This is an optimization exercise on Yosys and OpenROAD, whose aim is small area and a short achievable clock period, not a production implementation. The RTL of this run was laid out without a check of its function. No driver is modelled on the clock port, so clocking that relies on it looks cheaper here than on a real chip. No activity file was given, so power comes from the tool's default toggle rates.

==> flow/design.v <==
module rrc_filter #(
	parameter WIDTH = 9
)(
	input logic clk,
	input logic rst,
	input logic signed [WIDTH-1:0] filter_in,
	output logic signed [WIDTH-1:0] filter_out
);
  logic [8:0] sr0, sr1, sr2, sr3, sr4, sr5, sr6, sr7, sr8, sr9, sr10, sr11, sr12, sr13, sr14, sr15, sr16, sr17, sr18, sr19, sr20, sr21, sr22, sr23, sr24, sr25, sr26, sr27;
  always_ff @(posedge clk or posedge rst) begin
    if (rst) begin
      sr0 <= 9'h000;
      sr1 <= 9'h000;
      sr2 <= 9'h000;
      sr3 <= 9'h000;
      sr4 <= 9'h000;
      sr5 <= 9'h000;
      sr6 <= 9'h000;
      sr7 <= 9'h000;
      sr8 <= 9'h000;
      sr9 <= 9'h000;
      sr10 <= 9'h000;
      sr11 <= 9'h000;
      sr12 <= 9'h000;
      sr13 <= 9'h000;
      sr14 <= 9'h000;
      sr15 <= 9'h000;
      sr16 <= 9'h000;
      sr17 <= 9'h000;
      sr18 <= 9'h000;
      sr19 <= 9'h000;
      sr20 <= 9'h000;
      sr21 <= 9'h000;
      sr22 <= 9'h000;
      sr23 <= 9'h000;
      sr24 <= 9'h000;
      sr25 <= 9'h000;
      sr26 <= 9'h000;
      sr27 <= 9'h000;
    end else begin
      sr0 <= filter_in;
      sr1 <= sr0;
      sr2 <= sr1;
      sr3 <= sr2;
      sr4 <= sr3;
      sr5 <= sr4;
      sr6 <= sr5;
      sr7 <= sr6;
      sr8 <= sr7;
      sr9 <= sr8;
      sr10 <= sr9;
      sr11 <= sr10;
      sr12 <= sr11;
      sr13 <= sr12;
      sr14 <= sr13;
      sr15 <= sr14;
      sr16 <= sr15;
      sr17 <= sr16;
      sr18 <= sr17;
      sr19 <= sr18;
      sr20 <= sr19;
      sr21 <= sr20;
      sr22 <= sr21;
      sr23 <= sr22;
      sr24 <= sr23;
      sr25 <= sr24;
      sr26 <= sr25;
      sr27 <= sr26;
    end
  end
  logic [9:0] t0;
  always_ff @(posedge clk or posedge rst) begin
    if (rst) t0 <= 10'd392;
    else t0 <= 10'd392 - {{1{filter_in[8]}}, filter_in};
  end
  logic [9:0] pv0;
  always_ff @(posedge clk or posedge rst) begin
    if (rst) pv0 <= 10'd0;
    else pv0 <= {sr11[8], sr11} + {sr13[8], sr13};
  end
  logic [27:0] cs3;
  logic [33:0] cs2;
  logic [34:0] cs1;
  wire n1 = ~sr26[0];
  wire s2, c3;
  rrc_fa u3 (.a(sr24[0]), .b(sr27[0]), .ci(n1), .s(s2), .co(c3));
  wire s4, c5;
  rrc_fa u5 (.a(sr16[0]), .b(sr18[0]), .ci(sr20[0]), .s(s4), .co(c5));
  wire s6, c7;
  rrc_fa u7 (.a(sr21[0]), .b(sr24[1]), .ci(sr27[1]), .s(s6), .co(c7));
  wire s8, c9;
  rrc_fa u9 (.a(sr23[0]), .b(sr26[1]), .ci(s4), .s(s8), .co(c9));
  wire n10 = ~s8;
  wire s11, c12;
  rrc_fa u12 (.a(c3), .b(s6), .ci(n10), .s(s11), .co(c12));
  wire s13, c14;
  rrc_fa u14 (.a(sr15[0]), .b(sr16[1]), .ci(sr18[1]), .s(s13), .co(c14));
  wire s15, c16;
  rrc_fa u16 (.a(sr20[1]), .b(sr23[1]), .ci(sr26[2]), .s(s15), .co(c16));
  wire s17, c18;
  rrc_fa u18 (.a(sr21[1]), .b(sr24[2]), .ci(sr27[2]), .s(s17), .co(c18));
  wire s19, c20;
  rrc_fa u20 (.a(c5), .b(s13), .ci(s15), .s(s19), .co(c20));
  wire n21 = ~c9;
  wire s22, c23;
  rrc_fa u23 (.a(c7), .b(s17), .ci(n21), .s(s22), .co(c23));
  wire n24 = ~s19;
  wire s25, c26;
  rrc_fa u26 (.a(n24), .b(c12), .ci(s22), .s(s25), .co(c26));
  wire s27, c28;
  rrc_fa u28 (.a(sr15[1]), .b(sr16[0]), .ci(sr16[2]), .s(s27), .co(c28));
  wire s29, c30;
  rrc_fa u30 (.a(sr17[0]), .b(sr18[2]), .ci(sr20[2]), .s(s29), .co(c30));
  wire s31, c32;
  rrc_fa u32 (.a(sr18[0]), .b(sr21[2]), .ci(sr24[3]), .s(s31), .co(c32));
  wire n33 = ~sr27[3];
  wire s34, c35;
  rrc_fa u35 (.a(sr23[2]), .b(sr26[3]), .ci(n33), .s(s34), .co(c35));
  wire s36, c37;
  rrc_fa u37 (.a(c14), .b(c16), .ci(s27), .s(s36), .co(c37));
  wire n38 = ~s29;
  wire s39, c40;
  rrc_fa u40 (.a(c18), .b(s31), .ci(n38), .s(s39), .co(c40));
  wire s41, c42;
  rrc_fa u42 (.a(s34), .b(c20), .ci(s36), .s(s41), .co(c42));
  wire n43 = ~s41;
  wire s44, c45;
  rrc_fa u45 (.a(s39), .b(c23), .ci(n43), .s(s44), .co(c45));
  wire s46, c47;
  rrc_fa u47 (.a(sr15[2]), .b(sr16[1]), .ci(sr16[3]), .s(s46), .co(c47));
  wire s48, c49;
  rrc_fa u49 (.a(sr17[1]), .b(sr18[3]), .ci(sr20[3]), .s(s48), .co(c49));
  wire s50, c51;
  rrc_fa u51 (.a(sr18[1]), .b(sr21[3]), .ci(sr24[4]), .s(s50), .co(c51));
  wire n52 = ~sr27[4];
  wire s53, c54;
  rrc_fa u54 (.a(sr23[3]), .b(sr26[4]), .ci(n52), .s(s53), .co(c54));
  wire s55, c56;
  rrc_fa u56 (.a(c28), .b(c30), .ci(c35), .s(s55), .co(c56));
  wire s57, c58;
  rrc_fa u58 (.a(s46), .b(s48), .ci(s53), .s(s57), .co(c58));
  wire s59, c60;
  rrc_fa u60 (.a(c32), .b(s50), .ci(c40), .s(s59), .co(c60));
  wire s61, c62;
  rrc_fa u62 (.a(c37), .b(s55), .ci(s57), .s(s61), .co(c62));
  wire n63 = ~s59;
  wire s64, c65;
  rrc_fa u65 (.a(c42), .b(n63), .ci(s61), .s(s64), .co(c65));
  wire s66, c67;
  rrc_fa u67 (.a(sr15[3]), .b(sr16[2]), .ci(sr16[4]), .s(s66), .co(c67));
  wire s68, c69;
  rrc_fa u69 (.a(sr17[2]), .b(sr18[4]), .ci(sr20[4]), .s(s68), .co(c69));
  wire s70, c71;
  rrc_fa u71 (.a(sr15[0]), .b(sr18[2]), .ci(sr21[4]), .s(s70), .co(c71));
  wire n72 = ~sr24[5];
  wire s73, c74;
  rrc_fa u74 (.a(sr23[4]), .b(sr26[5]), .ci(n72), .s(s73), .co(c74));
  wire s75, c76;
  rrc_fa u76 (.a(c47), .b(c49), .ci(c54), .s(s75), .co(c76));
  wire s77, c78;
  rrc_fa u78 (.a(sr27[5]), .b(c51), .ci(s70), .s(s77), .co(c78));
  wire s79, c80;
  rrc_fa u80 (.a(s66), .b(s68), .ci(s73), .s(s79), .co(c80));
  wire s81, c82;
  rrc_fa u82 (.a(c56), .b(c58), .ci(s75), .s(s81), .co(c82));
  wire n83 = ~s79;
  wire s84, c85;
  rrc_fa u85 (.a(s77), .b(n83), .ci(c60), .s(s84), .co(c85));
  wire s86, c87;
  rrc_fa u87 (.a(c62), .b(s81), .ci(c65), .s(s86), .co(c87));
  wire s88, c89;
  rrc_fa u89 (.a(sr15[4]), .b(sr16[3]), .ci(sr16[5]), .s(s88), .co(c89));
  wire s90, c91;
  rrc_fa u91 (.a(sr17[3]), .b(sr18[5]), .ci(sr20[5]), .s(s90), .co(c91));
  wire s92, c93;
  rrc_fa u93 (.a(sr15[1]), .b(sr18[3]), .ci(sr21[5]), .s(s92), .co(c93));
  wire n94 = ~sr24[6];
  wire s95, c96;
  rrc_fa u96 (.a(sr23[5]), .b(sr26[6]), .ci(n94), .s(s95), .co(c96));
  wire s97, c98;
  rrc_fa u98 (.a(c67), .b(c69), .ci(c74), .s(s97), .co(c98));
  wire s99, c100;
  rrc_fa u100 (.a(sr27[6]), .b(c71), .ci(s92), .s(s99), .co(c100));
  wire s101, c102;
  rrc_fa u102 (.a(s88), .b(s90), .ci(s95), .s(s101), .co(c102));
  wire s103, c104;
  rrc_fa u104 (.a(c76), .b(c80), .ci(s97), .s(s103), .co(c104));
  wire n105 = ~s101;
  wire s106, c107;
  rrc_fa u107 (.a(c78), .b(s99), .ci(n105), .s(s106), .co(c107));
  wire n108 = ~s106;
  wire s109, c110;
  rrc_fa u110 (.a(c82), .b(s103), .ci(n108), .s(s109), .co(c110));
  wire s111, c112;
  rrc_fa u112 (.a(sr15[5]), .b(sr16[4]), .ci(sr16[6]), .s(s111), .co(c112));
  wire s113, c114;
  rrc_fa u114 (.a(sr17[4]), .b(sr18[6]), .ci(sr20[6]), .s(s113), .co(c114));
  wire s115, c116;
  rrc_fa u116 (.a(sr15[2]), .b(sr18[4]), .ci(sr21[6]), .s(s115), .co(c116));
  wire n117 = ~sr24[7];
  wire s118, c119;
  rrc_fa u119 (.a(sr23[6]), .b(sr26[7]), .ci(n117), .s(s118), .co(c119));
  wire s120, c121;
  rrc_fa u121 (.a(c89), .b(c91), .ci(c96), .s(s120), .co(c121));
  wire s122, c123;
  rrc_fa u123 (.a(sr27[7]), .b(c93), .ci(s115), .s(s122), .co(c123));
  wire s124, c125;
  rrc_fa u125 (.a(s111), .b(s113), .ci(s118), .s(s124), .co(c125));
  wire s126, c127;
  rrc_fa u127 (.a(c98), .b(c102), .ci(s120), .s(s126), .co(c127));
  wire n128 = ~s124;
  wire s129, c130;
  rrc_fa u130 (.a(c100), .b(s122), .ci(n128), .s(s129), .co(c130));
  wire n131 = ~c107;
  wire s132, c133;
  rrc_fa u133 (.a(c104), .b(s126), .ci(n131), .s(s132), .co(c133));
  wire s134, c135;
  rrc_fa u135 (.a(sr15[6]), .b(sr16[5]), .ci(sr16[7]), .s(s134), .co(c135));
  wire s136, c137;
  rrc_fa u137 (.a(sr17[5]), .b(sr18[7]), .ci(sr20[7]), .s(s136), .co(c137));
  wire s138, c139;
  rrc_fa u139 (.a(sr23[7]), .b(sr24[8]), .ci(sr27[8]), .s(s138), .co(c139));
  wire s140, c141;
  rrc_fa u141 (.a(sr15[3]), .b(sr18[5]), .ci(sr21[7]), .s(s140), .co(c141));
  wire s142, c143;
  rrc_fa u143 (.a(c112), .b(c114), .ci(c119), .s(s142), .co(c143));
  wire s144, c145;
  rrc_fa u145 (.a(sr26[8]), .b(c116), .ci(s140), .s(s144), .co(c145));
  wire s146, c147;
  rrc_fa u147 (.a(s134), .b(s136), .ci(s138), .s(s146), .co(c147));
  wire s148, c149;
  rrc_fa u149 (.a(c121), .b(c125), .ci(s142), .s(s148), .co(c149));
  wire n150 = ~s146;
  wire s151, c152;
  rrc_fa u152 (.a(c123), .b(s144), .ci(n150), .s(s151), .co(c152));
  wire n153 = ~c130;
  wire s154, c155;
  rrc_fa u155 (.a(c127), .b(s148), .ci(n153), .s(s154), .co(c155));
  wire n156 = ~s151;
  wire s157, c158;
  rrc_fa u158 (.a(n156), .b(c133), .ci(s154), .s(s157), .co(c158));
  wire s159, c160;
  rrc_fa u160 (.a(sr15[7]), .b(sr16[6]), .ci(sr17[6]), .s(s159), .co(c160));
  wire s161, c162;
  rrc_fa u162 (.a(sr15[4]), .b(sr16[8]), .ci(sr18[6]), .s(s161), .co(c162));
  wire s163, c164;
  rrc_fa u164 (.a(sr18[8]), .b(sr20[8]), .ci(sr23[8]), .s(s163), .co(c164));
  wire s165, c166;
  rrc_fa u166 (.a(sr21[8]), .b(c135), .ci(c137), .s(s165), .co(c166));
  wire s167, c168;
  rrc_fa u168 (.a(c141), .b(s161), .ci(s163), .s(s167), .co(c168));
  wire s169, c170;
  rrc_fa u170 (.a(c139), .b(s159), .ci(c143), .s(s169), .co(c170));
  wire n171 = ~c145;
  wire s172, c173;
  rrc_fa u173 (.a(c147), .b(s165), .ci(n171), .s(s172), .co(c173));
  wire n174 = ~s167;
  wire s175, c176;
  rrc_fa u176 (.a(n174), .b(s169), .ci(c149), .s(s175), .co(c176));
  wire n177 = ~c152;
  wire s178, c179;
  rrc_fa u179 (.a(s172), .b(n177), .ci(s175), .s(s178), .co(c179));
  wire s180, c181;
  rrc_fa u181 (.a(sr15[5]), .b(sr15[8]), .ci(sr18[7]), .s(s180), .co(c181));
  wire s182, c183;
  rrc_fa u183 (.a(sr16[7]), .b(sr17[7]), .ci(c160), .s(s182), .co(c183));
  wire s184, c185;
  rrc_fa u185 (.a(c162), .b(c164), .ci(s180), .s(s184), .co(c185));
  wire n186 = ~c168;
  wire s187, c188;
  rrc_fa u188 (.a(c166), .b(s182), .ci(n186), .s(s187), .co(c188));
  wire n189 = ~s184;
  wire s190, c191;
  rrc_fa u191 (.a(n189), .b(c170), .ci(c173), .s(s190), .co(c191));
  wire s192, c193;
  rrc_fa u193 (.a(s187), .b(c176), .ci(s190), .s(s192), .co(c193));
  wire s194, c195;
  rrc_fa u195 (.a(sr15[6]), .b(sr16[8]), .ci(sr17[8]), .s(s194), .co(c195));
  wire n196 = ~sr18[8];
  wire s197, c198;
  rrc_fa u198 (.a(n196), .b(c181), .ci(s194), .s(s197), .co(c198));
  wire n199 = ~c183;
  wire s200, c201;
  rrc_fa u201 (.a(n199), .b(c185), .ci(s197), .s(s200), .co(c201));
  wire n202 = ~s200;
  wire s203, c204;
  rrc_fa u204 (.a(c188), .b(n202), .ci(c191), .s(s203), .co(c204));
  wire s205, c206;
  rrc_fa u206 (.a(sr15[7]), .b(c195), .ci(c198), .s(s205), .co(c206));
  wire n207 = ~cs3[1];
  wire s208, c209;
  rrc_fa u209 (.a(sr11[0]), .b(sr15[0]), .ci(n207), .s(s208), .co(c209));
  wire s210, c211;
  rrc_fa u211 (.a(sr11[1]), .b(sr13[0]), .ci(sr15[1]), .s(s210), .co(c211));
  wire n212 = ~c209;
  wire s213, c214;
  rrc_fa u214 (.a(cs3[2]), .b(pv0[2]), .ci(n212), .s(s213), .co(c214));
  wire s215, c216;
  rrc_fa u216 (.a(sr8[0]), .b(sr11[2]), .ci(sr13[1]), .s(s215), .co(c216));
  wire s217, c218;
  rrc_fa u218 (.a(cs3[3]), .b(cs3[4]), .ci(pv0[3]), .s(s217), .co(c218));
  wire s219, c220;
  rrc_fa u220 (.a(sr15[2]), .b(c211), .ci(s215), .s(s219), .co(c220));
  wire n221 = ~s219;
  wire s222, c223;
  rrc_fa u223 (.a(s217), .b(c214), .ci(n221), .s(s222), .co(c223));
  wire s224, c225;
  rrc_fa u225 (.a(cs3[6]), .b(sr8[1]), .ci(sr11[3]), .s(s224), .co(c225));
  wire s226, c227;
  rrc_fa u227 (.a(cs3[5]), .b(sr11[0]), .ci(sr15[0]), .s(s226), .co(c227));
  wire n228 = ~pv0[0];
  wire s229, c230;
  rrc_fa u230 (.a(sr13[2]), .b(sr15[3]), .ci(n228), .s(s229), .co(c230));
  wire s231, c232;
  rrc_fa u232 (.a(pv0[4]), .b(c218), .ci(s226), .s(s231), .co(c232));
  wire s233, c234;
  rrc_fa u234 (.a(c216), .b(s224), .ci(s229), .s(s233), .co(c234));
  wire n235 = ~s231;
  wire s236, c237;
  rrc_fa u237 (.a(c220), .b(s233), .ci(n235), .s(s236), .co(c237));
  wire s238, c239;
  rrc_fa u239 (.a(cs3[8]), .b(sr8[2]), .ci(sr11[4]), .s(s238), .co(c239));
  wire s240, c241;
  rrc_fa u241 (.a(cs3[7]), .b(sr11[1]), .ci(sr15[1]), .s(s240), .co(c241));
  wire n242 = ~pv0[1];
  wire s243, c244;
  rrc_fa u244 (.a(sr13[3]), .b(sr15[4]), .ci(n242), .s(s243), .co(c244));
  wire s245, c246;
  rrc_fa u246 (.a(c225), .b(c230), .ci(s238), .s(s245), .co(c246));
  wire s247, c248;
  rrc_fa u248 (.a(pv0[5]), .b(c227), .ci(s240), .s(s247), .co(c248));
  wire s249, c250;
  rrc_fa u250 (.a(s243), .b(c234), .ci(s245), .s(s249), .co(c250));
  wire n251 = ~c237;
  wire s252, c253;
  rrc_fa u253 (.a(c232), .b(s247), .ci(n251), .s(s252), .co(c253));
  wire s254, c255;
  rrc_fa u255 (.a(cs3[10]), .b(cs3[11]), .ci(sr8[3]), .s(s254), .co(c255));
  wire s256, c257;
  rrc_fa u257 (.a(sr11[5]), .b(sr13[0]), .ci(sr13[4]), .s(s256), .co(c257));
  wire s258, c259;
  rrc_fa u259 (.a(cs3[9]), .b(sr11[2]), .ci(sr15[2]), .s(s258), .co(c259));
  wire n260 = ~sr15[5];
  wire s261, c262;
  rrc_fa u262 (.a(pv0[2]), .b(pv0[6]), .ci(n260), .s(s261), .co(c262));
  wire s263, c264;
  rrc_fa u264 (.a(c239), .b(c244), .ci(s254), .s(s263), .co(c264));
  wire s265, c266;
  rrc_fa u266 (.a(c241), .b(s258), .ci(s261), .s(s265), .co(c266));
  wire s267, c268;
  rrc_fa u268 (.a(s256), .b(c246), .ci(s263), .s(s267), .co(c268));
  wire n269 = ~c250;
  wire s270, c271;
  rrc_fa u271 (.a(c248), .b(s265), .ci(n269), .s(s270), .co(c271));
  wire n272 = ~s267;
  wire s273, c274;
  rrc_fa u274 (.a(n272), .b(c253), .ci(s270), .s(s273), .co(c274));
  wire s275, c276;
  rrc_fa u276 (.a(cs3[13]), .b(cs3[14]), .ci(sr8[4]), .s(s275), .co(c276));
  wire s277, c278;
  rrc_fa u278 (.a(sr11[6]), .b(sr13[0]), .ci(sr13[1]), .s(s277), .co(c278));
  wire s279, c280;
  rrc_fa u280 (.a(sr13[5]), .b(sr15[6]), .ci(pv0[0]), .s(s279), .co(c280));
  wire s281, c282;
  rrc_fa u282 (.a(cs3[12]), .b(sr11[3]), .ci(sr15[3]), .s(s281), .co(c282));
  wire s283, c284;
  rrc_fa u284 (.a(pv0[3]), .b(pv0[7]), .ci(c259), .s(s283), .co(c284));
  wire s285, c286;
  rrc_fa u286 (.a(c255), .b(c257), .ci(s275), .s(s285), .co(c286));
  wire n287 = ~c262;
  wire s288, c289;
  rrc_fa u289 (.a(n287), .b(s277), .ci(s279), .s(s288), .co(c289));
  wire s290, c291;
  rrc_fa u291 (.a(s281), .b(s283), .ci(c266), .s(s290), .co(c291));
  wire s292, c293;
  rrc_fa u293 (.a(c264), .b(s285), .ci(s288), .s(s292), .co(c293));
  wire n294 = ~s290;
  wire s295, c296;
  rrc_fa u296 (.a(c268), .b(n294), .ci(s292), .s(s295), .co(c296));
  wire s297, c298;
  rrc_fa u298 (.a(cs3[15]), .b(sr8[5]), .ci(sr11[7]), .s(s297), .co(c298));
  wire s299, c300;
  rrc_fa u300 (.a(sr13[1]), .b(sr13[2]), .ci(sr13[6]), .s(s299), .co(c300));
  wire s301, c302;
  rrc_fa u302 (.a(sr11[4]), .b(sr15[4]), .ci(pv0[4]), .s(s301), .co(c302));
  wire n303 = ~pv0[8];
  wire s304, c305;
  rrc_fa u305 (.a(sr15[7]), .b(pv0[1]), .ci(n303), .s(s304), .co(c305));
  wire s306, c307;
  rrc_fa u307 (.a(c276), .b(c278), .ci(c280), .s(s306), .co(c307));
  wire s308, c309;
  rrc_fa u309 (.a(s297), .b(s299), .ci(s304), .s(s308), .co(c309));
  wire s310, c311;
  rrc_fa u311 (.a(c282), .b(s301), .ci(c284), .s(s310), .co(c311));
  wire s312, c313;
  rrc_fa u313 (.a(c286), .b(c289), .ci(s306), .s(s312), .co(c313));
  wire n314 = ~s308;
  wire s315, c316;
  rrc_fa u316 (.a(n314), .b(s310), .ci(c291), .s(s315), .co(c316));
  wire s317, c318;
  rrc_fa u318 (.a(c293), .b(s312), .ci(c296), .s(s317), .co(c318));
  wire s319, c320;
  rrc_fa u320 (.a(cs3[16]), .b(cs3[17]), .ci(cs3[18]), .s(s319), .co(c320));
  wire s321, c322;
  rrc_fa u322 (.a(sr8[6]), .b(sr13[2]), .ci(sr13[3]), .s(s321), .co(c322));
  wire s323, c324;
  rrc_fa u324 (.a(sr13[7]), .b(pv0[2]), .ci(pv0[9]), .s(s323), .co(c324));
  wire s325, c326;
  rrc_fa u326 (.a(sr11[5]), .b(sr11[8]), .ci(sr15[5]), .s(s325), .co(c326));
  wire s327, c328;
  rrc_fa u328 (.a(sr15[8]), .b(pv0[5]), .ci(c302), .s(s327), .co(c328));
  wire s329, c330;
  rrc_fa u330 (.a(c298), .b(c300), .ci(c305), .s(s329), .co(c330));
  wire s331, c332;
  rrc_fa u332 (.a(s319), .b(s321), .ci(s323), .s(s331), .co(c332));
  wire s333, c334;
  rrc_fa u334 (.a(c307), .b(c309), .ci(s329), .s(s333), .co(c334));
  wire n335 = ~s331;
  wire s336, c337;
  rrc_fa u337 (.a(s325), .b(s327), .ci(n335), .s(s336), .co(c337));
  wire n338 = ~c311;
  wire s339, c340;
  rrc_fa u340 (.a(n338), .b(c313), .ci(s333), .s(s339), .co(c340));
  wire n341 = ~s339;
  wire s342, c343;
  rrc_fa u343 (.a(s336), .b(c316), .ci(n341), .s(s342), .co(c343));
  wire s344, c345;
  rrc_fa u345 (.a(cs3[19]), .b(cs3[20]), .ci(sr8[7]), .s(s344), .co(c345));
  wire s346, c347;
  rrc_fa u347 (.a(sr13[3]), .b(sr13[4]), .ci(pv0[3]), .s(s346), .co(c347));
  wire s348, c349;
  rrc_fa u349 (.a(sr11[6]), .b(sr13[8]), .ci(sr15[6]), .s(s348), .co(c349));
  wire s350, c351;
  rrc_fa u351 (.a(c320), .b(c322), .ci(c324), .s(s350), .co(c351));
  wire s352, c353;
  rrc_fa u353 (.a(pv0[6]), .b(c326), .ci(s348), .s(s352), .co(c353));
  wire s354, c355;
  rrc_fa u355 (.a(s344), .b(s346), .ci(c330), .s(s354), .co(c355));
  wire n356 = ~c328;
  wire s357, c358;
  rrc_fa u358 (.a(n356), .b(c332), .ci(s350), .s(s357), .co(c358));
  wire n359 = ~s352;
  wire s360, c361;
  rrc_fa u361 (.a(n359), .b(s354), .ci(c334), .s(s360), .co(c361));
  wire s362, c363;
  rrc_fa u363 (.a(s357), .b(c340), .ci(s360), .s(s362), .co(c363));
  wire s364, c365;
  rrc_fa u365 (.a(cs3[21]), .b(cs3[22]), .ci(sr13[4]), .s(s364), .co(c365));
  wire s366, c367;
  rrc_fa u367 (.a(sr8[8]), .b(sr11[7]), .ci(sr15[7]), .s(s366), .co(c367));
  wire n368 = ~pv0[7];
  wire s369, c370;
  rrc_fa u370 (.a(sr13[5]), .b(pv0[4]), .ci(n368), .s(s369), .co(c370));
  wire s371, c372;
  rrc_fa u372 (.a(c345), .b(c347), .ci(s364), .s(s371), .co(c372));
  wire n373 = ~s369;
  wire s374, c375;
  rrc_fa u375 (.a(c349), .b(s366), .ci(n373), .s(s374), .co(c375));
  wire n376 = ~c353;
  wire s377, c378;
  rrc_fa u378 (.a(c351), .b(n376), .ci(s371), .s(s377), .co(c378));
  wire n379 = ~s374;
  wire s380, c381;
  rrc_fa u381 (.a(n379), .b(c355), .ci(c358), .s(s380), .co(c381));
  wire s382, c383;
  rrc_fa u383 (.a(s377), .b(c361), .ci(s380), .s(s382), .co(c383));
  wire s384, c385;
  rrc_fa u385 (.a(cs3[25]), .b(sr11[8]), .ci(sr13[5]), .s(s384), .co(c385));
  wire s386, c387;
  rrc_fa u387 (.a(sr13[6]), .b(sr15[8]), .ci(pv0[5]), .s(s386), .co(c387));
  wire s388, c389;
  rrc_fa u389 (.a(cs3[23]), .b(cs3[24]), .ci(pv0[8]), .s(s388), .co(c389));
  wire s390, c391;
  rrc_fa u391 (.a(c365), .b(c370), .ci(s384), .s(s390), .co(c391));
  wire n392 = ~s386;
  wire s393, c394;
  rrc_fa u394 (.a(c367), .b(s388), .ci(n392), .s(s393), .co(c394));
  wire n395 = ~c375;
  wire s396, c397;
  rrc_fa u397 (.a(c372), .b(s390), .ci(n395), .s(s396), .co(c397));
  wire n398 = ~s393;
  wire s399, c400;
  rrc_fa u400 (.a(n398), .b(c378), .ci(s396), .s(s399), .co(c400));
  wire s401, c402;
  rrc_fa u402 (.a(cs3[26]), .b(sr13[6]), .ci(sr13[7]), .s(s401), .co(c402));
  wire n403 = ~cs3[27];
  wire s404, c405;
  rrc_fa u405 (.a(pv0[6]), .b(pv0[9]), .ci(n403), .s(s404), .co(c405));
  wire s406, c407;
  rrc_fa u407 (.a(c385), .b(c387), .ci(s401), .s(s406), .co(c407));
  wire n408 = ~c389;
  wire s409, c410;
  rrc_fa u410 (.a(n408), .b(s404), .ci(c391), .s(s409), .co(c410));
  wire s411, c412;
  rrc_fa u412 (.a(s406), .b(s409), .ci(c397), .s(s411), .co(c412));
  wire n413 = ~c394;
  wire s414, c415;
  rrc_fa u415 (.a(n413), .b(c400), .ci(s411), .s(s414), .co(c415));
  wire n416 = ~sr13[8];
  wire s417, c418;
  rrc_fa u418 (.a(sr13[7]), .b(pv0[7]), .ci(n416), .s(s417), .co(c418));
  wire s419, c420;
  rrc_fa u420 (.a(c402), .b(c405), .ci(s417), .s(s419), .co(c420));
  wire s421, c422;
  rrc_fa u422 (.a(c407), .b(s419), .ci(c410), .s(s421), .co(c422));
  wire n423 = ~sr13[8];
  wire s424, c425;
  rrc_fa u425 (.a(pv0[8]), .b(n423), .ci(c418), .s(s424), .co(c425));
  wire s426, c427;
  rrc_fa u427 (.a(c420), .b(s424), .ci(c422), .s(s426), .co(c427));
  wire n428 = ~pv0[9];
  wire s429, c430;
  rrc_fa u430 (.a(n428), .b(c425), .ci(c427), .s(s429), .co(c430));
  wire s431, c432;
  rrc_fa u432 (.a(cs2[0]), .b(cs2[1]), .ci(sr2[0]), .s(s431), .co(c432));
  wire s433, c434;
  rrc_fa u434 (.a(cs2[3]), .b(sr0[1]), .ci(sr3[0]), .s(s433), .co(c434));
  wire s435, c436;
  rrc_fa u436 (.a(sr6[0]), .b(sr8[0]), .ci(sr10[0]), .s(s435), .co(c436));
  wire s437, c438;
  rrc_fa u438 (.a(cs2[2]), .b(sr2[1]), .ci(sr5[0]), .s(s437), .co(c438));
  wire n439 = ~c432;
  wire s440, c441;
  rrc_fa u441 (.a(n439), .b(s433), .ci(s435), .s(s440), .co(c441));
  wire s442, c443;
  rrc_fa u443 (.a(cs2[4]), .b(sr0[2]), .ci(sr3[1]), .s(s442), .co(c443));
  wire s444, c445;
  rrc_fa u445 (.a(sr6[1]), .b(sr8[1]), .ci(sr10[1]), .s(s444), .co(c445));
  wire s446, c447;
  rrc_fa u447 (.a(cs2[5]), .b(sr2[2]), .ci(sr5[1]), .s(s446), .co(c447));
  wire s448, c449;
  rrc_fa u449 (.a(sr11[0]), .b(c434), .ci(c436), .s(s448), .co(c449));
  wire n450 = ~c438;
  wire s451, c452;
  rrc_fa u452 (.a(n450), .b(s442), .ci(s444), .s(s451), .co(c452));
  wire n453 = ~s446;
  wire s454, c455;
  rrc_fa u455 (.a(n453), .b(c441), .ci(s448), .s(s454), .co(c455));
  wire s456, c457;
  rrc_fa u457 (.a(sr0[3]), .b(sr3[2]), .ci(sr6[2]), .s(s456), .co(c457));
  wire s458, c459;
  rrc_fa u459 (.a(sr8[2]), .b(sr10[0]), .ci(sr10[2]), .s(s458), .co(c459));
  wire s460, c461;
  rrc_fa u461 (.a(cs2[6]), .b(sr2[3]), .ci(sr5[2]), .s(s460), .co(c461));
  wire s462, c463;
  rrc_fa u463 (.a(sr11[1]), .b(c443), .ci(c445), .s(s462), .co(c463));
  wire s464, c465;
  rrc_fa u465 (.a(sr8[0]), .b(c447), .ci(s460), .s(s464), .co(c465));
  wire s466, c467;
  rrc_fa u467 (.a(s456), .b(s458), .ci(c449), .s(s466), .co(c467));
  wire n468 = ~s464;
  wire s469, c470;
  rrc_fa u470 (.a(c452), .b(s462), .ci(n468), .s(s469), .co(c470));
  wire s471, c472;
  rrc_fa u472 (.a(s466), .b(c455), .ci(s469), .s(s471), .co(c472));
  wire s473, c474;
  rrc_fa u474 (.a(cs2[8]), .b(sr0[4]), .ci(sr3[3]), .s(s473), .co(c474));
  wire s475, c476;
  rrc_fa u476 (.a(sr6[3]), .b(sr8[3]), .ci(sr10[1]), .s(s475), .co(c476));
  wire s477, c478;
  rrc_fa u478 (.a(cs2[7]), .b(sr2[4]), .ci(sr5[3]), .s(s477), .co(c478));
  wire n479 = ~sr8[1];
  wire s480, c481;
  rrc_fa u481 (.a(sr10[3]), .b(sr11[2]), .ci(n479), .s(s480), .co(c481));
  wire s482, c483;
  rrc_fa u483 (.a(c457), .b(c459), .ci(s473), .s(s482), .co(c483));
  wire n484 = ~s475;
  wire s485, c486;
  rrc_fa u486 (.a(c461), .b(s477), .ci(n484), .s(s485), .co(c486));
  wire s487, c488;
  rrc_fa u488 (.a(s480), .b(c463), .ci(s482), .s(s487), .co(c488));
  wire n489 = ~c467;
  wire s490, c491;
  rrc_fa u491 (.a(c465), .b(s485), .ci(n489), .s(s490), .co(c491));
  wire n492 = ~s490;
  wire s493, c494;
  rrc_fa u494 (.a(c470), .b(s487), .ci(n492), .s(s493), .co(c494));
  wire s495, c496;
  rrc_fa u496 (.a(cs2[9]), .b(sr0[5]), .ci(sr3[4]), .s(s495), .co(c496));
  wire s497, c498;
  rrc_fa u498 (.a(sr6[4]), .b(sr8[4]), .ci(sr10[2]), .s(s497), .co(c498));
  wire s499, c500;
  rrc_fa u500 (.a(cs2[10]), .b(sr2[5]), .ci(sr5[4]), .s(s499), .co(c500));
  wire n501 = ~sr10[4];
  wire s502, c503;
  rrc_fa u503 (.a(sr8[2]), .b(sr11[0]), .ci(n501), .s(s502), .co(c503));
  wire s504, c505;
  rrc_fa u505 (.a(sr11[3]), .b(c474), .ci(c476), .s(s504), .co(c505));
  wire s506, c507;
  rrc_fa u507 (.a(c481), .b(s495), .ci(s497), .s(s506), .co(c507));
  wire s508, c509;
  rrc_fa u509 (.a(c478), .b(s499), .ci(s502), .s(s508), .co(c509));
  wire s510, c511;
  rrc_fa u511 (.a(c483), .b(s504), .ci(s506), .s(s510), .co(c511));
  wire n512 = ~c488;
  wire s513, c514;
  rrc_fa u514 (.a(c486), .b(s508), .ci(n512), .s(s513), .co(c514));
  wire n515 = ~s510;
  wire s516, c517;
  rrc_fa u517 (.a(n515), .b(c491), .ci(s513), .s(s516), .co(c517));
  wire s518, c519;
  rrc_fa u519 (.a(sr0[6]), .b(sr3[5]), .ci(sr6[5]), .s(s518), .co(c519));
  wire s520, c521;
  rrc_fa u521 (.a(sr8[5]), .b(sr10[3]), .ci(sr10[5]), .s(s520), .co(c521));
  wire s522, c523;
  rrc_fa u523 (.a(cs2[11]), .b(sr2[6]), .ci(sr5[5]), .s(s522), .co(c523));
  wire n524 = ~sr11[4];
  wire s525, c526;
  rrc_fa u526 (.a(sr8[3]), .b(sr11[1]), .ci(n524), .s(s525), .co(c526));
  wire s527, c528;
  rrc_fa u528 (.a(c496), .b(c498), .ci(s518), .s(s527), .co(c528));
  wire s529, c530;
  rrc_fa u530 (.a(c500), .b(c503), .ci(s522), .s(s529), .co(c530));
  wire n531 = ~s525;
  wire s532, c533;
  rrc_fa u533 (.a(s520), .b(n531), .ci(c505), .s(s532), .co(c533));
  wire n534 = ~c509;
  wire s535, c536;
  rrc_fa u536 (.a(c507), .b(n534), .ci(s527), .s(s535), .co(c536));
  wire n537 = ~s529;
  wire s538, c539;
  rrc_fa u539 (.a(n537), .b(s532), .ci(c511), .s(s538), .co(c539));
  wire n540 = ~c514;
  wire s541, c542;
  rrc_fa u542 (.a(s535), .b(n540), .ci(s538), .s(s541), .co(c542));
  wire s543, c544;
  rrc_fa u544 (.a(cs2[13]), .b(sr0[7]), .ci(sr3[6]), .s(s543), .co(c544));
  wire s545, c546;
  rrc_fa u546 (.a(sr6[6]), .b(sr8[6]), .ci(sr10[4]), .s(s545), .co(c546));
  wire s547, c548;
  rrc_fa u548 (.a(cs2[12]), .b(cs2[14]), .ci(sr2[7]), .s(s547), .co(c548));
  wire s549, c550;
  rrc_fa u550 (.a(sr5[6]), .b(sr8[4]), .ci(sr11[2]), .s(s549), .co(c550));
  wire s551, c552;
  rrc_fa u552 (.a(sr10[6]), .b(sr11[5]), .ci(c519), .s(s551), .co(c552));
  wire s553, c554;
  rrc_fa u554 (.a(c523), .b(c526), .ci(s547), .s(s553), .co(c554));
  wire s555, c556;
  rrc_fa u556 (.a(c521), .b(s543), .ci(s545), .s(s555), .co(c556));
  wire s557, c558;
  rrc_fa u558 (.a(s549), .b(c530), .ci(s553), .s(s557), .co(c558));
  wire s559, c560;
  rrc_fa u560 (.a(c528), .b(s551), .ci(s555), .s(s559), .co(c560));
  wire s561, c562;
  rrc_fa u562 (.a(c533), .b(c536), .ci(s559), .s(s561), .co(c562));
  wire n563 = ~s557;
  wire s564, c565;
  rrc_fa u565 (.a(n563), .b(c539), .ci(s561), .s(s564), .co(c565));
  wire s566, c567;
  rrc_fa u567 (.a(cs2[16]), .b(sr2[8]), .ci(sr3[7]), .s(s566), .co(c567));
  wire s568, c569;
  rrc_fa u569 (.a(sr6[7]), .b(sr8[7]), .ci(sr10[5]), .s(s568), .co(c569));
  wire s570, c571;
  rrc_fa u571 (.a(cs2[15]), .b(sr0[8]), .ci(sr5[7]), .s(s570), .co(c571));
  wire n572 = ~sr10[7];
  wire s573, c574;
  rrc_fa u574 (.a(sr8[5]), .b(sr11[3]), .ci(n572), .s(s573), .co(c574));
  wire s575, c576;
  rrc_fa u576 (.a(sr11[6]), .b(c544), .ci(c546), .s(s575), .co(c576));
  wire s577, c578;
  rrc_fa u578 (.a(c548), .b(c550), .ci(s570), .s(s577), .co(c578));
  wire n579 = ~s573;
  wire s580, c581;
  rrc_fa u581 (.a(s566), .b(s568), .ci(n579), .s(s580), .co(c581));
  wire s582, c583;
  rrc_fa u583 (.a(c552), .b(c556), .ci(s575), .s(s582), .co(c583));
  wire n584 = ~s580;
  wire s585, c586;
  rrc_fa u586 (.a(c554), .b(s577), .ci(n584), .s(s585), .co(c586));
  wire n587 = ~c558;
  wire s588, c589;
  rrc_fa u589 (.a(c560), .b(n587), .ci(s582), .s(s588), .co(c589));
  wire n590 = ~s585;
  wire s591, c592;
  rrc_fa u592 (.a(n590), .b(c562), .ci(s588), .s(s591), .co(c592));
  wire s593, c594;
  rrc_fa u594 (.a(cs2[17]), .b(sr5[8]), .ci(sr10[6]), .s(s593), .co(c594));
  wire s595, c596;
  rrc_fa u596 (.a(cs2[18]), .b(sr3[8]), .ci(sr6[8]), .s(s595), .co(c596));
  wire s597, c598;
  rrc_fa u598 (.a(sr8[6]), .b(sr8[8]), .ci(sr10[8]), .s(s597), .co(c598));
  wire s599, c600;
  rrc_fa u600 (.a(sr11[7]), .b(c567), .ci(c569), .s(s599), .co(c600));
  wire s601, c602;
  rrc_fa u602 (.a(sr11[4]), .b(c571), .ci(c574), .s(s601), .co(c602));
  wire n603 = ~s593;
  wire s604, c605;
  rrc_fa u605 (.a(s595), .b(s597), .ci(n603), .s(s604), .co(c605));
  wire s606, c607;
  rrc_fa u607 (.a(c576), .b(s599), .ci(c581), .s(s606), .co(c607));
  wire s608, c609;
  rrc_fa u609 (.a(c578), .b(s601), .ci(s604), .s(s608), .co(c609));
  wire n610 = ~c586;
  wire s611, c612;
  rrc_fa u612 (.a(c583), .b(s606), .ci(n610), .s(s611), .co(c612));
  wire s613, c614;
  rrc_fa u614 (.a(cs2[19]), .b(cs2[21]), .ci(sr8[7]), .s(s613), .co(c614));
  wire n615 = ~sr11[5];
  wire s616, c617;
  rrc_fa u617 (.a(cs2[20]), .b(sr10[7]), .ci(n615), .s(s616), .co(c617));
  wire s618, c619;
  rrc_fa u619 (.a(sr11[8]), .b(c596), .ci(c598), .s(s618), .co(c619));
  wire n620 = ~s613;
  wire s621, c622;
  rrc_fa u622 (.a(c594), .b(s616), .ci(n620), .s(s621), .co(c622));
  wire s623, c624;
  rrc_fa u624 (.a(c602), .b(s618), .ci(c605), .s(s623), .co(c624));
  wire s625, c626;
  rrc_fa u626 (.a(c600), .b(s621), .ci(c607), .s(s625), .co(c626));
  wire n627 = ~s625;
  wire s628, c629;
  rrc_fa u629 (.a(c609), .b(s623), .ci(n627), .s(s628), .co(c629));
  wire s630, c631;
  rrc_fa u631 (.a(cs2[22]), .b(cs2[23]), .ci(sr8[8]), .s(s630), .co(c631));
  wire s632, c633;
  rrc_fa u633 (.a(sr10[8]), .b(sr11[6]), .ci(c614), .s(s632), .co(c633));
  wire n634 = ~c619;
  wire s635, c636;
  rrc_fa u636 (.a(c617), .b(s630), .ci(n634), .s(s635), .co(c636));
  wire n637 = ~c622;
  wire s638, c639;
  rrc_fa u639 (.a(s632), .b(n637), .ci(c624), .s(s638), .co(c639));
  wire n640 = ~s638;
  wire s641, c642;
  rrc_fa u642 (.a(s635), .b(c626), .ci(n640), .s(s641), .co(c642));
  wire s643, c644;
  rrc_fa u644 (.a(cs2[24]), .b(cs2[25]), .ci(cs2[26]), .s(s643), .co(c644));
  wire n645 = ~sr11[7];
  wire s646, c647;
  rrc_fa u647 (.a(n645), .b(c631), .ci(s643), .s(s646), .co(c647));
  wire n648 = ~c633;
  wire s649, c650;
  rrc_fa u650 (.a(n648), .b(s646), .ci(c636), .s(s649), .co(c650));
  wire s651, c652;
  rrc_fa u652 (.a(cs2[27]), .b(sr11[8]), .ci(c644), .s(s651), .co(c652));
  wire s653, c654;
  rrc_fa u654 (.a(c647), .b(s651), .ci(c650), .s(s653), .co(c654));
  wire s655, c656;
  rrc_fa u656 (.a(cs2[28]), .b(cs2[29]), .ci(cs2[30]), .s(s655), .co(c656));
  wire s657, c658;
  rrc_fa u658 (.a(s655), .b(c652), .ci(c654), .s(s657), .co(c658));
  wire n659 = ~cs1[1];
  wire n660 = ~cs1[2];
  wire n661 = ~cs1[10];
  wire n662 = ~cs1[11];
  wire n663 = ~cs1[17];
  wire n664 = ~cs1[22];
  wire n665 = ~cs1[23];
  wire n666 = ~cs1[25];
  wire s667, c668;
  rrc_ha u668 (.a(cs1[18]), .b(cs1[19]), .s(s667), .co(c668));
  wire s669, c670;
  rrc_ha u670 (.a(cs1[20]), .b(t0[9]), .s(s669), .co(c670));
  wire s671, c672;
  rrc_fa1 u672 (.a(cs1[21]), .b(n664), .s(s671), .co(c672));
  wire s673, c674;
  rrc_ha u674 (.a(cs1[0]), .b(t0[0]), .s(s673), .co(c674));
  wire s675, c676;
  rrc_fa u676 (.a(cs1[3]), .b(t0[1]), .ci(n660), .s(s675), .co(c676));
  wire s677, c678;
  rrc_fa u678 (.a(cs1[4]), .b(cs1[5]), .ci(t0[2]), .s(s677), .co(c678));
  wire s679, c680;
  rrc_ha u680 (.a(cs1[6]), .b(t0[3]), .s(s679), .co(c680));
  wire s681, c682;
  rrc_fa u682 (.a(cs1[7]), .b(cs1[8]), .ci(t0[4]), .s(s681), .co(c682));
  wire s683, c684;
  rrc_fa u684 (.a(cs1[9]), .b(t0[5]), .ci(n661), .s(s683), .co(c684));
  wire s685, c686;
  rrc_fa u686 (.a(cs1[12]), .b(t0[6]), .ci(n662), .s(s685), .co(c686));
  wire s687, c688;
  rrc_fa u688 (.a(cs1[13]), .b(cs1[14]), .ci(t0[7]), .s(s687), .co(c688));
  wire s689, c690;
  rrc_fa u690 (.a(cs1[15]), .b(cs1[16]), .ci(t0[8]), .s(s689), .co(c690));
  wire s691, c692;
  rrc_fa u692 (.a(n663), .b(s667), .ci(s669), .s(s691), .co(c692));
  wire s693, c694;
  rrc_fa u694 (.a(c668), .b(c670), .ci(s671), .s(s693), .co(c694));
  wire s695, c696;
  rrc_fa u696 (.a(cs1[24]), .b(n665), .ci(c672), .s(s695), .co(c696));
  wire s697, c698;
  rrc_fa u698 (.a(cs1[26]), .b(cs1[27]), .ci(n666), .s(s697), .co(c698));
  wire n699 = ~cs1[28];
  wire n700 = ~cs1[29];
  wire s701, c702;
  rrc_fa u702 (.a(cs1[30]), .b(cs1[31]), .ci(cs1[32]), .s(s701), .co(c702));
  wire n703 = ~cs1[33];
  always_ff @(posedge clk or posedge rst) begin
    if (rst) cs3 <= 28'b0000111010101100010100011011;
    else cs3 <= {c206, sr15[8], c204, s205, c201, s203, c193, s192, c179, c158, s178, c155, s157, s132, c110, s129, c87, s109, c85, s86, s84, s64, c45, s44, c26, s25, s11, s2};
  end
  always_ff @(posedge clk or posedge rst) begin
    if (rst) cs2 <= 34'b1000001110110001011010110101100001;
    else cs2 <= {c430, s429, s426, c415, c412, s421, s414, c383, s399, c381, s382, c363, c343, s362, c337, s342, c318, s317, s315, c274, s295, c271, s273, s252, s249, s236, c223, s222, s213, s210, s208, pv0[1], pv0[0], cs3[0]};
  end
  always_ff @(posedge clk or posedge rst) begin
    if (rst) cs1 <= 35'b10000111100100010011001100100011010;
    else cs1 <= {cs2[33], cs2[32], c658, c656, cs2[31], s657, s653, c642, s649, c639, s641, c629, s628, c612, c592, s611, c589, s608, s591, c565, s564, c542, s541, c517, s516, c494, s493, c472, s471, s454, s451, s440, s437, s431, sr0[0]};
  end
  wire [18:0] fa_ = {1'b1, cs1[34], n703, s701, n700, n699, s697, s695, s693, s691, s689, s687, s685, s683, s681, s679, s677, s675, n659};
  wire [18:0] fb_ = {1'b0, cs1[33], c702, cs1[29], cs1[28], c698, c696, c694, c692, c690, c688, c686, c684, c682, c680, c678, c676, c674, s673};
  wire [18:0] sum_ = fa_ + fb_;
  wire ovf_ = (sum_[18] != sum_[16]) || (sum_[17] != sum_[16]);
  wire [8:0] y_ = ovf_ ? (sum_[18] ? 9'h100 : 9'h0ff) : sum_[16:8];
  always_ff @(posedge clk or posedge rst) begin
    if (rst) filter_out <= 9'd0;
    else filter_out <= y_;
  end
endmodule
module rrc_fa (input logic a, input logic b, input logic ci, output logic s, output logic co);
  assign s = a ^ b ^ ci;
  assign co = (a & b) | (a & ci) | (b & ci);
endmodule
module rrc_carry8 (input logic [7:0] a, input logic [7:0] b, output logic co);
  wire [8:0] t = {1'b0, a} + {1'b0, b};
  assign co = t[8];
endmodule
module rrc_hsat (input logic [10:0] a, input logic [10:0] b, input logic ci, output logic [8:0] y);
  wire [11:0] t2 = {a, ci} + {b, ci};
  wire [10:0] t = t2[11:1];
  wire ovf = (t[10] != t[8]) || (t[9] != t[8]);
  assign y = ovf ? (t[10] ? 9'h100 : 9'h0ff) : t[8:0];
endmodule
module rrc_fa1 (input logic a, input logic b, output logic s, output logic co);
  assign s = ~(a ^ b);
  assign co = a | b;
endmodule
module rrc_ha (input logic a, input logic b, output logic s, output logic co);
  assign s = a ^ b;
  assign co = a & b;
endmodule
==> flow/flow/run.sh <==
#!/bin/bash
# Own layout flow: the standard ORFS flow (standard.sh, unchanged synthesis), with
#  - timing repair aimed below the design's period (SETUP_SLACK_MARGIN; the SDC is unchanged),
#  - port buffers of a normal buffer cell rather than the smallest one,
#  - after CTS, the clock port drives the tree's second level directly (flow/flatten_clock_root.tcl).
# Each step's full log is kept by ORFS under orfs/logs/; make's own output goes to flow.log.
set -uo pipefail
here=$(pwd)
bash standard.sh SETUP_SLACK_MARGIN=7.5 "BUFFER_PORTS_ARGS=-buffer_cell sky130_fd_sc_hd__buf_4" \
  "POST_CTS_TCL=$here/flow/flatten_clock_root.tcl" finish > flow.log 2>&1
==> flow/flow/flatten_clock_root.tcl <==
set block [ord::get_db_block]
set clknet [$block findNet clk]
set roots {}
foreach it [$clknet getITerms] {
  if {[$it isInputSignal]} { lappend roots [$it getInst] }
}
puts "flatten_clock_root: clock port feeds [llength $roots] cell(s)"
if {[llength $roots] == 1} {
  set root [lindex $roots 0]
  set master [[$root getMaster] getName]
  set out {}
  foreach it [$root getITerms] {
    if {[$it isOutputSignal]} { set out [$it getNet] }
  }
  set loads {}
  foreach it [$out getITerms] {
    if {[$it isInputSignal]} { lappend loads $it }
  }
  puts "flatten_clock_root: root [$root getName] ($master) drives [llength $loads] cell(s)"
  if {[llength $loads] <= 4 && [llength $loads] > 0} {
    foreach it $loads {
      set inst [$it getInst]
      set pin [$it getMTerm]
      set pname "[$inst getName]/[$pin getName]"
      disconnect_pin [$out getName] $pname
      connect_pin clk $pname
    }
    set rname [$root getName]
    set oname [$out getName]
    delete_instance $rname
    delete_net $oname
    puts "flatten_clock_root: removed $rname"
    estimate_parasitics -placement
    report_clock_latency
  }
}
==> flow/standard.sh <==
#!/bin/bash
# synth_recipe.tcl (not shown) runs the flow's synth.tcl, then flattens the netlist and writes it again
# the make line also repeats each setting of config.mk as NAME=value (left out here)
make -C /OpenROAD-flow-scripts/flow DESIGN_CONFIG=/design/flow/config.mk WORK_HOME=/design/flow/orfs CLKGATE_MAP_FILE= SYNTH_SCRIPT=/design/flow/synth_recipe.tcl "${@:-finish}"
==> flow/config.mk <==
export PLATFORM = sky130hd
export DESIGN_NAME = rrc_filter
export DESIGN_NICKNAME = rrc_filter
export VERILOG_FILES = /design/flow/design.v
export SDC_FILE = /design/flow/constraint.sdc
export NUM_CORES = 4
export LEC_CHECK = 0
export ABC_CLOCK_PERIOD_IN_PS = 800
export CAP_MARGIN = 20
export CORE_MARGIN = 2
export CORE_UTILIZATION = 70
export CTS_BUF_LIST = sky130_fd_sc_hd__clkbuf_16
export CTS_CLUSTER_DIAMETER = 80
export CTS_CLUSTER_SIZE = 30
export PLACE_DENSITY = 0.75
export SLEW_MARGIN = 20
export SYNTH_HIERARCHICAL = 1
==> flow/constraint.sdc <==
create_clock -name core_clock -period 10.5 [get_ports {clk}]
set_input_delay 2.1000 -clock core_clock [delete_from_list [all_inputs] [get_ports {clk}]]
set_output_delay 2.1000 -clock core_clock [all_outputs]
set_load 0.01 [all_outputs]
==> impl_metrics.env <==
export IMPL_startpoint="cs1[22]"
export IMPL_hp_class="register to register"
export IMPL_crit_path_max_incr_delay_ps=490
export IMPL_placed_area_um2=17800
export IMPL_die_w_um=161
export IMPL_hold_viol_final=0
export IMPL_reg2reg_from="cs1[22]"
export IMPL_drcViolationCount=0
export IMPL_period_minus_slack_ps=3030
export IMPL_nFillCells=1309
export IMPL_grt_max_degree=90
export IMPL_synthMuxAreaShare=0.000580
export IMPL_grt_usage=0.252
export IMPL_io_buffer_count=19
export IMPL_grt_pass1_vias=8839
export IMPL_synth_ff_type="dfrtp_1"
export IMPL_min_from="sr4[7]"
export IMPL_crit_slowest_cell="fa_1"
export IMPL_cts_reportedPaths_clkPinSlew_ps=110
export IMPL_ys_ff_latch=375
export IMPL_met3_usage=0.0280
export IMPL_finClkSkew_ps=24.1
export IMPL_tritoncts="done"
export IMPL_final_cell_area_um2=19100
export IMPL_grt_ovfl_total=0
export IMPL_start_util=0.712
export IMPL_slew_viol_final=0
export IMPL_worstPathRequired_ps=10760
export IMPL_dr_first_iter_drc_count=547
export IMPL_netlist_instances=969
export IMPL_use_met1=0.383
export IMPL_netlist_area_um2=17300
export IMPL_yosysWarnings=7
export IMPL_place_congestion=0.859
export IMPL_utilization=0.787
export IMPL_rows=57
export IMPL_vdd_drop_max_mv=0.403
export IMPL_yosys_cell_types_count=50
export IMPL_avgSynthCellArea_um2=17.8
export IMPL_grt_busiest_layer="met2"
export IMPL_wl_um=29800
export IMPL_synth_xor_area_share=0.0117
export IMPL_vias=7533
export IMPL_synth_compound_area_frac=0.0319
export IMPL_power_leakage_nw=8.30
export IMPL_hpwl_um=22300
export IMPL_fp_coreArea_um2=24200
export IMPL_critPathLaunchType="register"
export IMPL_rsz0062_at_grt="true"
export IMPL_antenna_found_initial=0
export IMPL_ioPinCount=20
export IMPL_path_max_fanout=5
export IMPL_antennaDiodeCount=0
export IMPL_die_h_um=161
export IMPL_maxCapViolations=0
export IMPL_setup_viol=0
export IMPL_yosys_area_share_simple=0.0159
export IMPL_fmax_mhz=330
export IMPL_dr_pass1_iters=4
export IMPL_grt_pass1_wl_um=48900
export IMPL_clk_latency_ps=380
export IMPL_cts_sinks=375
export IMPL_synth_top_family_by_area="adder cells"
export IMPL_synth_nets=1308
export IMPL_antenna_left=0
export IMPL_tns_ps=0
export IMPL_drive_gt1_frac=0.240
export IMPL_ys_async_sr_fraction=1.00
export IMPL_slew_headroom=0.391
export IMPL_p_per_area_nw_per_um2=342
export IMPL_die_area_um2=25900
export IMPL_worstSetupPathType="register to register"
export IMPL_grt_use_met2=0.417
export IMPL_synth_edff_count=0
export IMPL_wl_per_cell_um=21.5
export IMPL_end_kind="register"
export IMPL_cp_cell_sequence="inv_1, inv_2, ha_4, inv_2, fa_1, ha_4, nand4_1, nor2_2, nand2_2, o211ai_1, buf_4, nor3_4, buf_6, a21oi_4, a21oi_1"
export IMPL_synthAdderAreaFrac=0.366
export IMPL_worstPathArrival_ps=3280
export IMPL_ys_seq_area_frac=0.547
export IMPL_fin_nets=1394
export IMPL_period_share=0.288
export IMPL_status="finished clean"
export IMPL_via_per_inst=5.43
export IMPL_worst_pin_slew_ps=914
export IMPL_area_growth_synth_to_final_pct=10.5
[placed cells by master, fill, tap and decap left out, drive strengths merged, types with 3 or more instances in the layout]
master,synthesis,routed
nand2,17,17
buf,2,71
fa,296,296
ha,32,32
o21bai,3,3
a21o,5,5
clkbuf,0,16
xnor2,9,9
o21a,4,4
nor2,12,12
dfstp,47,47
o21ai,13,13
a21oi,28,28
dfrtp,328,328
nor3,4,4
inv,119,124
xor2,12,12
o211ai,3,3
nand3,4,4
clkinv,0,4
a211oi,3,3
[power breakdown]
group | switching [W] | leakage (nW) | internal, W
Combinational | 0.00202 | 3.77 | 0.00177
Clock | 0.000415 | 0.243 | 0.000283
Sequential | 0.000183 | 4.28 | 0.00186
[flip-flops by register name (all words and copies together) (netlist names), 10 cells and up]
register  count
pv0          10
cs1          34
cs2          34
cs3          28
[per-module statistics from Yosys (local to each module, per instance)]
module      copies in the design  cells  flops+latches  cell area [µm²]
rrc_ha                         4      1              0             12.5
rrc_filter                     1    665            375            11300
rrc_fa                       295      1              0             20.0
rrc_fa1                        1      5              0             27.5
[Yosys cell counts, drive strengths merged, types with 5 or more instances]
library cell | count | area share
a21o | 5 | 0.0022
a21oi | 28 | 0.0096
dfrtp | 328 | 0.48
dfstp | 47 | 0.072
fa | 296 | 0.34
ha | 32 | 0.023
inv | 119 | 0.026
nand2 | 17 | 0.0037
nor2 | 12 | 0.0026
o21ai | 13 | 0.0042
xnor2 | 9 | 0.0046
xor2 | 12 | 0.0072
[kinds of logic (layout without fill, tap and decap cells)]
logic type,Yosys count,after routing
multiplexers,1,1
buffers and inverters,121,216
flip-flops,375,375
AO/OA/AOI/OAI,72,72
adder cells (fa/ha/maj),328,328
AND/OR/NAND/NOR,51,51
XOR/XNOR,21,21
[stage by stage]
| step | hold slack, ps | cells | setup slack (ps) | power, W |
|---|---|---|---|---|
| floorplan | 331 | 969 | 3400 | 0.00446 |
| detailed placement | 335 | 1315 | 6470 | 0.00533 |
| finish | 340 | 1388 | 7470 | 0.00653 |
| global placement | 331 | 1315 | 6560 | 0.00515 |
| global route | 363 | 1388 | 7390 | 0.00713 |
[path summary, 6_finish.rpt]
| check | depth (start not counted) | end | slack [ps] |
|---|---|---|---|
| max in group asynchronous | 4 | t0[3] | 7700 |
| setup reg to reg | 15 | filter_out[0] | 7470 |
| hold reg to reg | 0 | sr5[7] | 340 |
| hold / removal | 0 | sr5[7] | 340 |
| min in group asynchronous | 3 | pv0[6] | 1850 |
| setup / recovery | 15 | filter_out[0] | 7470 |
[worst max-delay path, delay by kind of cell, from the launching register on]
family / cells / cell delay, ps
AO/OA/AOI/OAI: 3 / 510
adder cells (fa/ha/maj): 3 / 1060
buffers and inverters: 5 / 410
flip-flops: 1 / 370
AND/OR/NAND/NOR: 4 / 550
[layout make-up]
| class | instances | area [µm²] | area share |
|---|---|---|---|
| flip-flops and latches | 375 | 9500 | 0.498 |
| well taps | 324 | 405 | 0.0212 |
| clock buffers | 16 | 400 | 0.0210 |
| repair buffers | 71 | 668 | 0.0350 |
| inverters | 119 | 450 | 0.0236 |
| multi-input cells | 473 | 7620 | 0.399 |
| clock inverters | 10 | 45.0 | 0.00236 |
[metal layers]
metal / vias up / wire length, µm
li1: 3148 / -
met1: 4209 / 13100
met2: 130 / 15300
met3: 46 / 841
met4: 0 / 585
met5: - / 0

-- what the ideal ports hide --
The flow's constraints put no driver on any port. The routed layout listed below was extracted and timed again, unchanged, in two steps. Step 1 assumes that a clkbuf_16 drives the clock port and a buf_2 every other input. Step 2 also shifts input and output timing later by t, the mid clock arrival at the registers, as if the neighbouring blocks saw the same clock. a / b / c = ideal / step 1 / step 2; a / b = the first two.
t, ns: 0.437
setup slack, ns: 7.474 / 7.438 / 7.217
worst setup path at the end: input to register
worst slew at a driven data input, ns: 0.03
After both steps this run still meets setup and hold. The setup slack of this run moves by -0.036 ns with the drivers and by -0.257 ns with both steps.
